This is an optimization exercise on Yosys and OpenROAD, whose aim is small area, not a production implementation.
At most, simulation tests tie the RTL to the original design; equivalence was not proved.
The RTL of run 1 was laid out without a check of its function.
Power and IR drop assume default switching activity.

[design/flow/constraint.sdc]
create_clock -name core_clock -period 8.0 [get_ports {clk}]
set_input_delay 1.6000 -clock core_clock [delete_from_list [all_inputs] [get_ports {clk}]]
set_output_delay 1.6000 -clock core_clock [all_outputs]
set_load 0.01 [all_outputs]
[design/flow/run.sh]
#!/bin/bash
# synth_recipe.tcl (not shown) runs the flow's synth.tcl, then flattens the netlist and writes it again
# the make line also repeats each setting of config.mk as NAME=value (left out here)
make -C /OpenROAD-flow-scripts/flow DESIGN_CONFIG=/design/flow/config.mk WORK_HOME=/design/flow/orfs CLKGATE_MAP_FILE= SYNTH_SCRIPT=/design/flow/synth_recipe.tcl finish
[design/flow/design.v]
`timescale 1ns / 1ps
`default_nettype none
`timescale 1ns / 1ps
`default_nettype none
`timescale 1ns / 1ps
`default_nettype none
module pong (
    input wire clk,
    input wire rst,
    input wire [9:0] hpos,
    input wire [9:0] vpos,
    input wire p1_btup,
    input wire p1_btdown,
    input wire p2_btup,
    input wire p2_btdown,
    input wire p1_auto,
    input wire p2_auto,
    output wire [7:0] r,
    output wire [7:0] g,
    output wire [7:0] b,
    output wire hs,
    output wire vs
    );
    reg [3:0] s1, s2;        
    reg [8:0] p1, p2;        
    reg [9:0] bx;            
    reg [8:0] by;            
    reg dxn, dyn;            
    reg [3:0] dl;            
    wire [9:0] h = hpos;
    wire [9:0] v = vpos;
    assign hs = ~(h >= 10'd656 && h < 10'd752);
    assign vs = ~(v >= 10'd491 && v < 10'd493);
    wire act = (h < 10'd640) && (v < 10'd480);
    wire sel = v[8] & v[7] & v[6] & v[5];
    wire right = bx >= 10'd320;
    wire [9:0] A = sel ? {1'b0, by} : v;
    wire [8:0] P = (sel ? right : h[9]) ? p2 : p1;
    wire [10:0] S = {1'b0, A} - {2'b0, P};
    wire on = S[10:5] == 6'd0;
    wire stick1 = on && (h[9:3] == 7'd1);
    wire stick2 = on && (h[9:3] == 7'd78);
    wire [9:0] BX = sel ? {{9{dxn}}, 1'b1} : ~h;
    wire [9:0] BY = sel ? {{9{dyn}}, 1'b1} : ~v;
    wire [10:0] U = {1'b0, bx} + {1'b0, BX};
    wire [10:0] W = {2'b0, by} + {1'b0, BY};
    wire ball = (U[10:2] == 9'h0FF) && (W[10:2] == 9'h0FF);
    wire border = (v == 10'd0) || (v == 10'd479) || (h == 10'd320 && v[2]);
    wire [7:0] hq = h[9:2];
    wire [7:0] vq = v[9:2];
    wire rA = (vq == 8'd2);
    wire rBF = (vq >= 8'd3 && vq < 8'd7);
    wire rG = (vq == 8'd7);
    wire rCE = (vq >= 8'd8 && vq < 8'd12);
    wire rD = (vq == 8'd12);
    wire cL1 = (hq == 8'd66);
    wire cM1 = (hq >= 8'd67 && hq < 8'd71);
    wire cR1 = (hq == 8'd71);
    wire cL2 = (hq == 8'd88);
    wire cM2 = (hq >= 8'd89 && hq < 8'd93);
    wire cR2 = (hq == 8'd93);
    wire [6:0] g1, g2;    
    assign g1[6] = ~(s1[3] & s1[1] | ~s1[3] & ~s1[2] & ~s1[1] & s1[0] | s1[2] & ~s1[1] & ~s1[0]);
    assign g1[5] = ~(s1[3] & s1[1] | s1[2] & (s1[1] ^ s1[0]));
    assign g1[4] = ~(s1[1] & (s1[3] | ~s1[2] & ~s1[0]));
    assign g1[3] = ~(s1[3] & s1[1] | ~s1[3] & ~s1[2] & ~s1[1] & s1[0] | s1[2] & ~s1[1] & ~s1[0] | s1[2] & s1[1] & s1[0]);
    assign g1[2] = ~s1[0] & (~s1[2] | s1[1]) & ~(s1[3] & s1[1]);
    assign g1[1] = ~(s1[3] & s1[1]) & (~s1[1] & ~s1[0] & ~(~s1[3] & ~s1[2]) | s1[2] & ~s1[1] | s1[2] & ~s1[0] | s1[3] | ~s1[3] & ~s1[2] & ~s1[1] & ~s1[0]);
    assign g1[0] = ~(s1[3] & s1[1]) & ((s1[3] | s1[2] | s1[1]) & ~(s1[2] & s1[1] & s1[0]));
    assign g2[6] = ~(s2[3] & s2[1] | ~s2[3] & ~s2[2] & ~s2[1] & s2[0] | s2[2] & ~s2[1] & ~s2[0]);
    assign g2[5] = ~(s2[3] & s2[1] | s2[2] & (s2[1] ^ s2[0]));
    assign g2[4] = ~(s2[1] & (s2[3] | ~s2[2] & ~s2[0]));
    assign g2[3] = ~(s2[3] & s2[1] | ~s2[3] & ~s2[2] & ~s2[1] & s2[0] | s2[2] & ~s2[1] & ~s2[0] | s2[2] & s2[1] & s2[0]);
    assign g2[2] = ~s2[0] & (~s2[2] | s2[1]) & ~(s2[3] & s2[1]);
    assign g2[1] = ~(s2[3] & s2[1]) & (~s2[1] & ~s2[0] & ~(~s2[3] & ~s2[2]) | s2[2] & ~s2[1] | s2[2] & ~s2[0] | s2[3] | ~s2[3] & ~s2[2] & ~s2[1] & ~s2[0]);
    assign g2[0] = ~(s2[3] & s2[1]) & ((s2[3] | s2[2] | s2[1]) & ~(s2[2] & s2[1] & s2[0]));
    wire sc1 = (cM1 & (rA & g1[6] | rG & g1[0] | rD & g1[3])) |
               (cR1 & (rBF & g1[5] | rCE & g1[4])) |
               (cL1 & (rBF & g1[1] | rCE & g1[2]));
    wire sc2 = (cM2 & (rA & g2[6] | rG & g2[0] | rD & g2[3])) |
               (cR2 & (rBF & g2[5] | rCE & g2[4])) |
               (cL2 & (rBF & g2[1] | rCE & g2[2]));
    reg [5:0] c;    
    always @* begin
        if (!act)        c = 6'b00_00_00;
        else if (ball)   c = 6'b11_11_00;
        else if (sc1)    c = 6'b11_10_10;
        else if (sc2)    c = 6'b10_10_11;
        else if (stick2) c = 6'b00_00_11;
        else if (stick1) c = 6'b10_00_00;
        else if (border) c = 6'b11_11_11;
        else             c = 6'b00_10_00;
    end
    assign r = {c[5], {7{c[4]}}};
    assign g = {c[3], {7{c[2]}}};
    assign b = {c[1], {7{c[0]}}};
    wire up = $signed(S) < 11'sd10;
    wire dn = $signed(S) >= 11'sd21;
    wire p1u = p1_auto ? (~right & up) : p1_btup;
    wire p1d = p1_auto ? (~right & dn) : p1_btdown;
    wire p2u = p2_auto ? (right & up) : p2_btup;
    wire p2d = p2_auto ? (right & dn) : p2_btdown;
    wire ups = (v == 10'd480) && (h[9:2] == 8'd0);
    wire upb = (v == 10'd481) && (h[9:3] == 7'd0) && (h[2:0] <= dl[3:1]);
    wire over = bx[9] & bx[7];                      
    wire win = (s1[3] & s1[0]) | (s2[3] & s2[0]);   
    wire wall = (by == 9'd1 && dyn) || (by == 9'd475 && !dyn);
    wire hit1 = (bx == 10'd17) && on && dxn;
    wire hit2 = (bx == 10'd620) && on && !dxn;
    wire pedge = up | dn;
    wire dec1 = ups & p1u & (p1 != 9'd0);
    wire inc1 = ups & p1d & ~(p1u & (p1 != 9'd0)) & ~(p1[8] & p1[7] & p1[6]);
    wire dec2 = ups & p2u & (p2 != 9'd0);
    wire inc2 = ups & p2d & ~(p2u & (p2 != 9'd0)) & ~(p2[8] & p2[7] & p2[6]);
    wire [8:0] t1, t2;
    assign t1[0] = dec1 | inc1;
    assign t2[0] = dec2 | inc2;
    genvar k;
    generate for (k = 1; k < 9; k = k + 1) begin : pt
        assign t1[k] = t1[k-1] & (p1[k-1] ^ dec1);
        assign t2[k] = t2[k-1] & (p2[k-1] ^ dec2);
    end endgenerate
    wire start = over & p1_btup & p2_btdown;
    wire pt2 = ~over & ~win & (bx == 10'd1);                  
    wire pt1 = ~over & ~win & ~pt2 & (bx == 10'd635);         
    wire play = ~over & ~win & ~pt1 & ~pt2;
    wire bounce = play & wall;
    wire ret = play & ~wall & (hit1 | hit2);
    wire step = upb & play & ~wall & ~(hit1 | hit2);
    wire serve = upb & (start | pt1 | pt2);
    always @(posedge clk) begin
        if (rst) begin
            s1 <= 4'hF;
            s2 <= 4'hF;
            p1 <= 9'd240;
            p2 <= 9'd240;
            bx <= 10'd640;
            by <= 9'd240;
            dxn <= 1'b0;
            dyn <= 1'b0;
            dl <= 4'd1;
        end else begin
            p1 <= p1 ^ t1;
            p2 <= p2 ^ t2;
            if (serve) begin
                bx <= 10'd320;
                by <= 9'd240;
                dxn <= pt2;
                dyn <= 1'b0;
                dl <= 4'd1;
            end else if (upb & ~over & win) begin
                bx <= 10'd640;
            end else begin
                if (step) begin
                    bx <= U[9:0];
                    by <= W[8:0];
                end
                if (upb & bounce)
                    dyn <= ~dyn;
                if (upb & ret) begin
                    if (dl != 4'd15)
                        dl <= dl + 4'd1;
                    dxn <= hit2;
                    if (pedge)
                        dyn <= 1'b1;
                end
            end
            if (upb & start) begin
                s1 <= 4'd0;
                s2 <= 4'd0;
            end
            if (upb & pt1)
                s1 <= s1 + 4'd1;
            if (upb & pt2)
                s2 <= s2 + 4'd1;
        end
    end
endmodule
[design/flow/config.mk]
export PLATFORM = sky130hd
export DESIGN_NAME = pong
export DESIGN_NICKNAME = pong
export VERILOG_FILES = /design/flow/design.v
export SDC_FILE = /design/flow/constraint.sdc
export NUM_CORES = 4
export LEC_CHECK = 0
export CAP_MARGIN = 20
export CORE_MARGIN = 2
export CORE_UTILIZATION = 40
export SLEW_MARGIN = 20
==> results of run 1 <==
==> layer usage <==
| metal | track usage (%) | up-vias |
|---|---|---|
| li1 | - | 2695 |
| met1 | 31.7 | 2547 |
| met2 | 36.2 | 190 |
| met3 | 3.23 | 24 |
| met4 | 5.88 | 0 |
| met5 | 0 | - |
==> worst max-delay path, cell delays in order <==
cell             delay [ps]
clkdlybuf4s50_1         480
nand4_1                 210
buf_6                   260
nor2_1                  150
a21oi_1                 100
fa_1                    440
a21o_1                  220
a211oi_1                310
o21ai_1                 130
a21oi_1                 180
xor2_1                  100
nor4_1                  280
nand4_1                 120
or3_1                   390
o21a_1                  170
a21oi_2                 270
clkdlybuf4s50_1         600
==> metrics by stage <==
step / hold slack, ps / power (mW) / utilization, %
finish: 502 / 0.652 / 48.1
floorplan: 458 / 0.340 / -
global placement: 478 / 0.386 / 46.1
CTS: 503 / 0.651 / 47.5
global route: 532 / 0.682 / 48.1
detailed placement: 493 / 0.387 / 46.1
==> cells in the final DEF (no fill, tap or decap), drive strengths merged, types with 6 or more instances in the layout <==
cell type and instances:
and4 6, a31oi 12, nand4 13, o21ai 44, nor2b 13, nand2 81
or4 10, or3 13, a21oi 69, inv 22, nand3 28, nor4 7
and3 7, xnor2 13, dlymetal6s2s 9, dfxtp 51, o21a 14, nor3 28
mux2 8, ha 36, xor2 19, nand2b 18, clkdlybuf4s50 44, o211ai 11
a21o 9, clkbuf 6, buf 18, nor2 55, mux2i 13
==> logic make-up (layout without fill, tap and decap cells) <==
family	count (synthesis)	after routing	share of synthesized area [%]
multiplexers	21	21	4.18
AO/OA/AOI/OAI	205	205	25.1
adder cells (fa/ha/maj)	39	39	9.70
buffers and inverters	70	101	6.68
flip-flops	51	51	19.4
AND/OR/NAND/NOR	300	300	29.7
XOR/XNOR	32	32	5.32
==> power by group through the flow <==
| stage | registers (mW) | clock network [mW] | logic [mW] |
|---|---|---|---|
| 2_1_floorplan | 0.260 | 0 | 0.0802 |
| 3_3_place_gp | 0.260 | 0 | 0.127 |
| 3_5_place_dp | 0.260 | 0 | 0.127 |
| 4_1_cts | 0.254 | 0.269 | 0.128 |
| 5_1_grt | 0.254 | 0.282 | 0.146 |
| 6_report | 0.254 | 0.266 | 0.133 |
==> cell type report <==
cell class / instances / area [um^2] / share of cell area [%]
repair buffers: 71 / 696 / 11.4
multi-input cells: 597 / 3930 / 64.2
well taps: 172 / 215 / 3.52
inverters: 22 / 82.6 / 1.35
clock inverters: 2 / 38.8 / 0.634
flip-flops and latches: 51 / 1020 / 16.7
clock buffers: 6 / 139 / 2.27
==> repair_timing <==
item / in CTS / in global routing
setup endpoints to repair: 0 / 23
setup buffers: 0 / 2
resized for setup: 0 / 20
==> flip-flops by register name, summed over array words and instances, names as in the netlist <==
name	count
bx	10
by	9
dl	4
dxn	1
dyn	1
p1	9
p2	9
s1	4
s2	4
==> final timing paths <==
check | endpoint | cells past startpoint
max | r[3] | 17
min | by[2] | 2
max reg2reg | p1[5] | 17
min reg2reg | by[2] | 2
==> run summary, run 1 <==
post-synthesis register bit count 51; Die ar. 14100 um^2; nature of the critical path endpoint output port; sequential area share after synthesis 19.4%; final worst setup slack 347 ps; Slew Limit Fails 0; Hold Path Class register to register; Placement Cell Area 5860 um^2; reg-to-reg critical path startpoint bx[7]; Routed Antenna Nets 0; dominant synthesized flop cell dfxtp_1; clock sinks 51; H-Tree Level Count 2; max_cap viols 0; largest net degree at the start of global routing 31; DP HPWL 12500 um; Synth top area share 19.4%; DRC Markers 0; Global Route Usage Sum 22.6%; vias per inst 5.92; Max transition margin 40.5%; DR WL met2 7120 um; final setup fails 0; post-layout minimum cycle time 7650 ps; crit path launch type input port; fin area 6120 um^2; TritonCTS clock tree yes; LEAKAGE 2.50 nW; Final Hold Viols 0; Synth area leader dfxtp_1; asr flop ratio synth 0%; post-synthesis cell type count 72; part of the power in the clock network 40.8%; drt total wl 15800 um; clk root buf clkbuf_16; port bufs 53; nets@finish 815; initial antenna violation count 0; clock-pin transition on the worst setup and hold timing paths 70 ps; most frequent cell after synthesis nand2_1; Starting Density 41.4%; top post-synthesis cells by area dfxtp_1 19%, ha_1 8.6%, a21oi_1 6.6%; Final Wtd Congestion 0.920; Worst Skew 8.65 ps; CTS Buf Count 5; period utilization 95.7%; pre-CTS setup slack 74.0 ps; share of power burned in registers 38.9%; Final Non-Filler Cells 921; Horiz. Die Dim 119 um; Core Region 12700 um^2; Avg Inst Size Synth 7.33 um^2; Clock Path Buffers 2; fmax 131 MHz; syn nets 785; layout cells sized above 1 7.34%; GRT overflow 0; maximum vdd ir drop 82.5 uV; synth cell count leaders 81 x nand2_1, 69 x a21oi_1, 53 x nor2_1, 51 x dfxtp_1, 36 x ha_1; cell area power density 107 nW/um^2; Comb pwr share 20.3%; internal power 0.467 mW; Post-Syn Instances 718; placed cell count 911; TritonRoute pass-1 iters 5; WL/cell 17.2 um; Syn Std Cell Area 5270 um^2; reg2reg setup slack 3090 ps; worst setup path startpoint vpos[5]; number of global-route vias before repair 5013; outcome timing/DRC/antenna clean; first-pass GRT wire length 26000 um; EDFF count, synth 0; Crit Path Class input port to output port; Hold Buf Count CTS 0; Synth Warn # 1; Antenna Cells 0; Worst Path Arrival 6050 ps; metal3 WL 941 um; Fill cells 1304; area grow syn2layout 16.2%; unrepaired setup endpoints after global routing no; Top Metal Used met4; crit-path max FO 30; 1st-iter DRT viols 377; Data required, critical path 6400 ps; die height 119 um; I/O pin count 54; switching pwr 0.185 mW; row count 41; routed vias 5456; worst slew pin tran 888 ps; Hold Path Origin by[2]; worst skew pair latency 300 ps; DRT met1 WL 7500 um; final setup TNS 0 ps; switch share 28.4%
==> run 2: changes to the inputs <==
--- a/design/flow/design.v
+++ b/design/flow/design.v
@@ -94,8 +94,8 @@
     assign r = {c[5], {7{c[4]}}};
     assign g = {c[3], {7{c[2]}}};
     assign b = {c[1], {7{c[0]}}};
-    wire up = $signed(S) < 11'sd10;
-    wire dn = $signed(S) >= 11'sd21;
+    wire up = S[10] | (S[9:0] < 10'd10);
+    wire dn = ~S[10] & (S[9:0] >= 10'd21);
     wire p1u = p1_auto ? (~right & up) : p1_btup;
     wire p1d = p1_auto ? (~right & dn) : p1_btdown;
     wire p2u = p2_auto ? (right & up) : p2_btup;
==> run summary, run 2 <==
GRT overflow 0 (unchanged); nature of the critical path endpoint output port (unchanged); Hold Buf Count CTS 0 (unchanged); Die ar. 14500 um^2 (was 14100 um^2); Final Hold Viols 0 (unchanged); layout cells sized above 1 9.91% (was 7.34%); synth cell count leaders 68 x nor2_1, 57 x a21oi_1, 55 x nand2_1, 51 x dfxtp_1, 42 x o21ai_0 (was 81 x nand2_1, 69 x a21oi_1, 53 x nor2_1, 51 x dfxtp_1, 36 x ha_1); post-synthesis cell type count 83 (was 72); most frequent cells in the layout 68 x nor2_1, 54 x nand2_1, 53 x a21oi_1, 53 x clkdlybuf4s50_1, 51 x dfxtp_1 (was 81 x nand2_1, 68 x a21oi_1, 51 x nor2_1, 51 x dfxtp_1, 44 x clkdlybuf4s50_1); Synth Warn # 1 (unchanged); crit-path max FO 11 (was 30); clock-pin transition on the worst setup and hold timing paths 70 ps (about the same); Hold Path Origin by[3] (was by[2]); initial antenna violation count 0 (unchanged); Worst Skew 7.91 ps (was 8.65 ps); R2R cell count 19 (was 17); crit path launch type input port (unchanged); TritonCTS clock tree yes (unchanged); Clock Path Buffers 2 (unchanged); Crit Path Class input port to output port (unchanged); I/O pin count 54 (unchanged); TritonRoute pass-1 iters 5 (unchanged); 1st-iter DRT viols 443 (was 377); Routed Antenna Nets 0 (unchanged); Fill cells 1364 (was 1304); pre-CTS setup slack 14.3 ps (was 74.0 ps); top post-synthesis cells by area dfxtp_1 19%, ha_1 8.3%, mux2i_1 5.4% (was dfxtp_1 19%, ha_1 8.6%, a21oi_1 6.6%); Slew Limit Fails 0 (unchanged); CTS Buf Count 5 (unchanged); Worst Path Arrival 6150 ps (was 6050 ps); die height 120 um (was 119 um); post-synthesis register bit count 51 (unchanged); reg-to-reg critical path startpoint bx[7] (unchanged); post-layout minimum cycle time 7750 ps (was 7650 ps); max reg flops 10 (unchanged); Placement Cell Area 6060 um^2 (was 5860 um^2); Hold Path Class register to register (unchanged); most frequent cell after synthesis nor2_1 (was nand2_1); fmax 129 MHz (was 131 MHz); area grow syn2layout 15.2% (was 16.2%); number of global-route vias before repair 5075 (was 5013); H-Tree Level Count 2 (unchanged); final worst setup slack 246 ps (was 347 ps); Antenna Cells 0 (unchanged); first-pass GRT wire length 27000 um (was 26000 um); nets@finish 825 (was 815); outcome timing/DRC/antenna clean (unchanged); port bufs 53 (unchanged); vias per inst 5.98 (was 5.92); largest net degree at the start of global routing 31 (unchanged); Max transition margin 38.9% (was 40.5%); EDFF count, synth 0 (unchanged); Core Region 13200 um^2 (was 12700 um^2); routed vias 5578 (was 5456); WL/cell 18.0 um (was 17.2 um); drt total wl 16800 um (was 15800 um); RR Endpoint p2[8] (was p1[5]); sequential area share after synthesis 18.8% (was 19.4%); asr flop ratio synth 0% (unchanged); reg2reg setup slack 2940 ps (was 3090 ps); Starting Density 40.9% (was 41.4%); fin area 6240 um^2 (was 6120 um^2); Data required, critical path 6400 ps (about the same); DRC Markers 0 (unchanged); period utilization 96.9% (was 95.7%); Synth top area share 18.8% (was 19.4%); maximum vdd ir drop 63.6 uV (was 82.5 uV); most common cell after layout, fill and taps aside nor2_1 (was nand2_1); Global Route Usage Sum 23.5% (was 22.6%); Final Wtd Congestion 0.930 (was 0.920); Avg Inst Size Synth 7.52 um^2 (was 7.33 um^2); DP HPWL 13300 um (was 12500 um); final setup TNS 0 ps (unchanged); cell area power density 98.2 nW/um^2 (was 107 nW/um^2); Final Non-Filler Cells 933 (was 921); clock sinks 51 (unchanged); dominant synthesized flop cell dfxtp_1 (unchanged); Post-Syn Instances 720 (was 718); LEAKAGE 2.53 nW (was 2.50 nW); max_cap viols 0 (unchanged); capture point of the worst path b[5] (was r[3]); placed cell count 926 (was 911); Horiz. Die Dim 120 um (was 119 um); row count 42 (was 41); Synth area leader dfxtp_1 (unchanged); syn nets 787 (was 785); final setup fails 0 (unchanged); Most flops, register bx (unchanged); worst skew pair latency 310 ps (was 300 ps); Syn Std Cell Area 5420 um^2 (was 5270 um^2); total power 0.613 mW (was 0.652 mW); clk root buf clkbuf_16 (unchanged); worst setup path startpoint vpos[5] (unchanged); worst slew pin tran 902 ps (was 888 ps)
[run 2: cell type report]
type | instances | area (um^2) | area share [%]
timing repair buffer | 77 | 727 | 11.7
clock inverter | 1 | 7.51 | 0.120
sequential | 51 | 1020 | 16.4
multi-input combinational | 595 | 4030 | 64.6
tap | 176 | 220 | 3.53
inverter | 28 | 105 | 1.68
clock buffer | 5 | 125 | 2.01
[run 2: worst min path at each step]
stage	to	cells after the start
6_report	by[3]	2
4_1_cts	by[3]	2
2_1_floorplan	by[3]	2
5_1_grt	by[3]	2
3_5_place_dp	by[3]	2
3_3_place_gp	by[3]	2
[run 2: routing by layer]
layer	wire (um)	vias to the layer above	global-route usage (%)
met4	287	0	5.38
met3	1230	28	4.81
li1	-	2729	-
met1	7780	2634	33.1
met2	7540	187	36.8
met5	0	-	0
[run 2: cell families after synthesis]
family                   after synthesis  synth area share (%)
AO/OA/AOI/OAI                        197                  24.0
flip-flops                            51                  18.8
buffers and inverters                 74                  7.41
adder cells (fa/ha/maj)               40                  9.61
multiplexers                          37                  7.02
XOR/XNOR                              29                  4.69
AND/OR/NAND/NOR                      292                  28.4
[run 2: critical path, stage by stage]
cell and delay (ps):
clkdlybuf4s50_1 550, nand4_1 240, o21ai_2 220, buf_6 180
mux2i_1 220, ha_1 300, nor2b_2 180, o31a_1 330
or3_1 320, a2111o_1 420, o21ai_2 80, and2_0 190
a31oi_1 130, or3_1 400, and3_2 280, clkdlybuf4s50_1 500
[run 2: repair_timing]
item	CTS	global route
setup buffers	0	1
pin swaps	0	5
resized for setup	1	12
setup endpoints to repair	2	23
[run 2: report_power, final]
group          switching, mW  internal (mW)
registers        0.000000565          0.254
clock network          0.103          0.113
logic                 0.0833         0.0604
total                  0.186          0.427
[run 2: metrics by stage]
stage          hold slack [ps]  utilization, %
2_1_floorplan              476               -
3_3_place_gp               523            45.7
3_5_place_dp               523            45.7
4_1_cts                    534            46.8
5_1_grt                    567            47.1
6_report                   537            47.1

-- afterwards: timing with drivers on the ports --
No port has a modelled driver above. Below, the same layouts with a new extraction and two added sets of constraints. Step 1: set_driving_cell puts a clkbuf_16 on clk and a buf_2 on each other input, an assumption about the parent block. Step 2, shift: input delay + t, output delay - t, t = (earliest + latest rising clock arrival at the registers) / 2. This alone moves slack from input paths to output paths. Slacks: no drivers / after step 1 / after step 2; pairs: no drivers / after step 1.
| run | t (ns) | setup WS [ns] | worst hold slack (ns) | worst register clock-pin slew, ns | worst data-port slew with drivers (ns) |
|---|---|---|---|---|---|
| run 1 | 0.339 | 0.347 / 0.323 / 0.323 | 0.502 / 0.502 / 0.502 | 0.08 / 0.08 | 0.05 |
| run 2 | 0.342 | 0.246 / 0.221 / 0.221 | 0.537 / 0.537 / 0.537 | 0.07 / 0.07 | 0.04 |
After both steps setup and hold are still met in every run listed. The setup slack of run 2, which loses most, moves by -0.025 ns with the drivers and by -0.025 ns with both steps.
